Context: an optimization exercise on an open-source flow, tuned for small area and a short achievable clock period. The choices shown serve that exercise and are no tape-out recipe.
Power figures rest on the tool's default switching activity, not on a simulated workload.

==> module alu, before the edit <==
module alu(
             clk_p_i,
             reset_n_i,
             data_a_i,
             data_b_i,
             inst_i,
             data_o
             );
      input           clk_p_i;
      input           reset_n_i;
      input   [7:0]   data_a_i;
      input   [7:0]   data_b_i;
      input   [2:0]   inst_i;
      output reg  [15:0]  data_o;
      reg     [7:0]    data_a_d1_r;
      reg     [7:0]    data_b_d1_r;
      reg     [2:0]    inst_d1_r;
      reg              valid_d1_r;
  wire [7:0] b_p = data_b_i;
  wire [0:0] p1_t = b_p[7];
  wire [1:0] p1_d1 = {1'b0, p1_t} - {1'b0, data_a_i[0:0]};
  wire p1_c1 = ~|data_a_i[7:1] & ~p1_d1[1];
  wire [0:0] p1_r = p1_c1 ? p1_d1[0:0] : p1_t;
  wire [7:0] b_store = (inst_i == 3'b111) ? {p1_r, data_b_i[6:0]} : data_b_i;
      wire    [7:0]    a = data_a_d1_r;
      wire    [7:0]    b = data_b_d1_r;
      wire    [2:0]    op = inst_d1_r;
      wire             inv_a = (op == 3'b001) | ((op == 3'b101) & a[7]);
      wire             use_b = (op != 3'b101);
      wire    [7:0]    x = a ^ {8{inv_a}};
      wire    [7:0]    y = b & {8{use_b}};
      wire    [8:0]    s = {1'b0, x} + {1'b0, y} + {8'd0, inv_a};
      wire             s8 = x[7] ^ y[7] ^ s[8];
      wire    [15:0]   prod;
      mul8 u_mul(.a(a), .b(b), .p(prod));
  wire [7:0] b_q = b;
  wire [7:0] q_x1 = a;
  wire [8:0] q_x2 = {a, 1'b0};
  wire [9:0] q_x3 = {2'b0, a} + {1'b0, a, 1'b0};
  wire [1:0] q2_t = {b[7:7], b_q[6]};
  wire [2:0] q2_d1 = {1'b0, q2_t} - {1'b0, a[1:0]};
  wire q2_c1 = ~|a[7:2] & ~q2_d1[2];
  wire [1:0] q2_r = q2_c1 ? q2_d1[1:0] : q2_t;
  wire [3:0] q3_t = {q2_r, b_q[5:4]};
  wire [4:0] q3_d1 = {1'b0, q3_t} - {1'b0, q_x1[3:0]};
  wire q3_c1 = (a < 8'd16) & ~q3_d1[4];
  wire [4:0] q3_d2 = {1'b0, q3_t} - {1'b0, q_x2[3:0]};
  wire q3_c2 = (a < 8'd8) & ~q3_d2[4];
  wire [4:0] q3_d3 = {1'b0, q3_t} - {1'b0, q_x3[3:0]};
  wire q3_c3 = (a < 8'd6) & ~q3_d3[4];
  wire [3:0] q3_r = q3_c3 ? q3_d3[3:0] : q3_c2 ? q3_d2[3:0] : q3_c1 ? q3_d1[3:0] : q3_t;
  wire [5:0] q5_t = {q3_r, b_q[3:2]};
  wire [6:0] q5_d1 = {1'b0, q5_t} - {1'b0, q_x1[5:0]};
  wire q5_c1 = (a < 8'd64) & ~q5_d1[6];
  wire [6:0] q5_d2 = {1'b0, q5_t} - {1'b0, q_x2[5:0]};
  wire q5_c2 = (a < 8'd32) & ~q5_d2[6];
  wire [6:0] q5_d3 = {1'b0, q5_t} - {1'b0, q_x3[5:0]};
  wire q5_c3 = (a < 8'd22) & ~q5_d3[6];
  wire [5:0] q5_r = q5_c3 ? q5_d3[5:0] : q5_c2 ? q5_d2[5:0] : q5_c1 ? q5_d1[5:0] : q5_t;
  wire [7:0] q7_t = {q5_r, b_q[1:0]};
  wire [8:0] q7_d1 = {1'b0, q7_t} - {1'b0, q_x1[7:0]};
  wire q7_c1 = 1'b1 & ~q7_d1[8];
  wire [8:0] q7_d2 = {1'b0, q7_t} - {1'b0, q_x2[7:0]};
  wire q7_c2 = (a < 8'd128) & ~q7_d2[8];
  wire [8:0] q7_d3 = {1'b0, q7_t} - {1'b0, q_x3[7:0]};
  wire q7_c3 = (a < 8'd86) & ~q7_d3[8];
  wire [7:0] q7_r = q7_c3 ? q7_d3[7:0] : q7_c2 ? q7_d2[7:0] : q7_c1 ? q7_d1[7:0] : q7_t;
  wire [7:0] rem = q7_r;
      reg     [15:0]   res;
      always @(*)
      begin
          case (op)
            3'b000,
            3'b001:  res = {{8{s8}}, s[7:0]};
            3'b010:  res = prod;
            3'b011:  res = {8'd0, a & b};
            3'b100:  res = {8'd0, a ^ b};
            3'b101:  res = {8'd0, s[7:0]};
            3'b110:  res = {8'd0, s[8:1]};
            default: res = {8'd0, rem};
          endcase
      end
      always @(posedge clk_p_i)
      begin
          data_a_d1_r <= data_a_i;
          data_b_d1_r <= b_store;
          inst_d1_r <= inst_i;
      end
      always @(posedge clk_p_i or negedge reset_n_i)
      begin
          if (reset_n_i == 1'b0)
          begin
              valid_d1_r <= 1'b0;
              data_o <= 16'd0;
          end
          else
          begin
              valid_d1_r <= 1'b1;
              data_o <= valid_d1_r ? res : 16'd0;
          end
      end
endmodule
clock: 32.0 ns
lec_check: 0
cap_margin: 20
core_margin: 2
core_utilization: 35
slew_margin: 20
run.sh (not shown) runs the stock make flow with config.mk's settings and CLKGATE_MAP_FILE= SYNTH_SCRIPT=/design/flow/synth_recipe.tcl, a recipe that flattens the netlist after the stock synthesis.
Edit:
--- a/flow/design.v
+++ b/flow/design.v
@@ -16,13 +16,20 @@
       reg     [7:0]    data_b_d1_r;
       reg     [2:0]    inst_d1_r;
       reg              valid_d1_r;
   wire [7:0] b_p = data_b_i;
-  wire [0:0] p1_t = b_p[7];
-  wire [1:0] p1_d1 = {1'b0, p1_t} - {1'b0, data_a_i[0:0]};
-  wire p1_c1 = ~|data_a_i[7:1] & ~p1_d1[1];
-  wire [0:0] p1_r = p1_c1 ? p1_d1[0:0] : p1_t;
-  wire [7:0] b_store = (inst_i == 3'b111) ? {p1_r, data_b_i[6:0]} : data_b_i;
+  wire [7:0] p_x1 = data_a_i;
+  wire [8:0] p_x2 = {data_a_i, 1'b0};
+  wire [9:0] p_x3 = {2'b0, data_a_i} + {1'b0, data_a_i, 1'b0};
+  wire [1:0] p1_t = b_p[7:6];
+  wire [2:0] p1_d1 = {1'b0, p1_t} - {1'b0, p_x1[1:0]};
+  wire p1_c1 = (data_a_i < 8'd4) & ~p1_d1[2];
+  wire [2:0] p1_d2 = {1'b0, p1_t} - {1'b0, p_x2[1:0]};
+  wire p1_c2 = (data_a_i < 8'd2) & ~p1_d2[2];
+  wire [2:0] p1_d3 = {1'b0, p1_t} - {1'b0, p_x3[1:0]};
+  wire p1_c3 = (data_a_i < 8'd2) & ~p1_d3[2];
+  wire [1:0] p1_r = p1_c3 ? p1_d3[1:0] : p1_c2 ? p1_d2[1:0] : p1_c1 ? p1_d1[1:0] : p1_t;
+  wire [7:0] b_store = (inst_i == 3'b111) ? {p1_r, data_b_i[5:0]} : data_b_i;
       wire    [7:0]    a = data_a_d1_r;
       wire    [7:0]    b = data_b_d1_r;
       wire    [2:0]    op = inst_d1_r;
       wire             inv_a = (op == 3'b001) | ((op == 3'b101) & a[7]);
@@ -36,13 +43,9 @@
   wire [7:0] b_q = b;
   wire [7:0] q_x1 = a;
   wire [8:0] q_x2 = {a, 1'b0};
   wire [9:0] q_x3 = {2'b0, a} + {1'b0, a, 1'b0};
-  wire [1:0] q2_t = {b[7:7], b_q[6]};
-  wire [2:0] q2_d1 = {1'b0, q2_t} - {1'b0, a[1:0]};
-  wire q2_c1 = ~|a[7:2] & ~q2_d1[2];
-  wire [1:0] q2_r = q2_c1 ? q2_d1[1:0] : q2_t;
-  wire [3:0] q3_t = {q2_r, b_q[5:4]};
+  wire [3:0] q3_t = {b[7:6], b_q[5:4]};
   wire [4:0] q3_d1 = {1'b0, q3_t} - {1'b0, q_x1[3:0]};
   wire q3_c1 = (a < 8'd16) & ~q3_d1[4];
   wire [4:0] q3_d2 = {1'b0, q3_t} - {1'b0, q_x2[3:0]};
   wire q3_c2 = (a < 8'd8) & ~q3_d2[4];
The changed run produced a clean layout.
Via count is higher by 0.40%.
Cell count stays flat.
Combinational power is lower by about 3%.
Critical path depth is lower by 21.
Design area stays flat.
Flip-flop and latch count does not change.
Clock power is lower by 7.6%.
Hold slack gets better by 0.023 ns.
Fmax is higher by 0.51%.
Synthesized area barely changes.
No functional check of the RTL was part of any run of this note.

==> static timing again, ports no longer ideal <==
The flow's constraints put no driver on any port. The routed layouts listed below were extracted and timed again, unchanged, in two steps. Step 1 sets driving cells, clkbuf_16 on the clock port and buf_2 on the other inputs (assumed; they add their load-dependent delay and slew). Step 2 moves the port delays by t, midway between the first and last clock arrival at a register: inputs arrive t later, outputs are due t later. That takes back most of the time a late clock gives input paths. Slacks: ideal ports / drivers / drivers and shift; pairs: ideal ports / drivers.
run	shift t [ns]	setup WS [ns]	hold WS [ns]	worst setup path after step 2
the first run	0.349	23.775 / 23.775 / 23.775	0.660 / 0.660 / 0.660	register to register
the second run	0.326	23.816 / 23.828 / 23.503	0.683 / 0.683 / 0.683	input to register
After both steps every run listed still meets setup and hold. The setup slack of the second run, which loses most, moves by +0.012 ns with the drivers and by -0.313 ns with both steps.
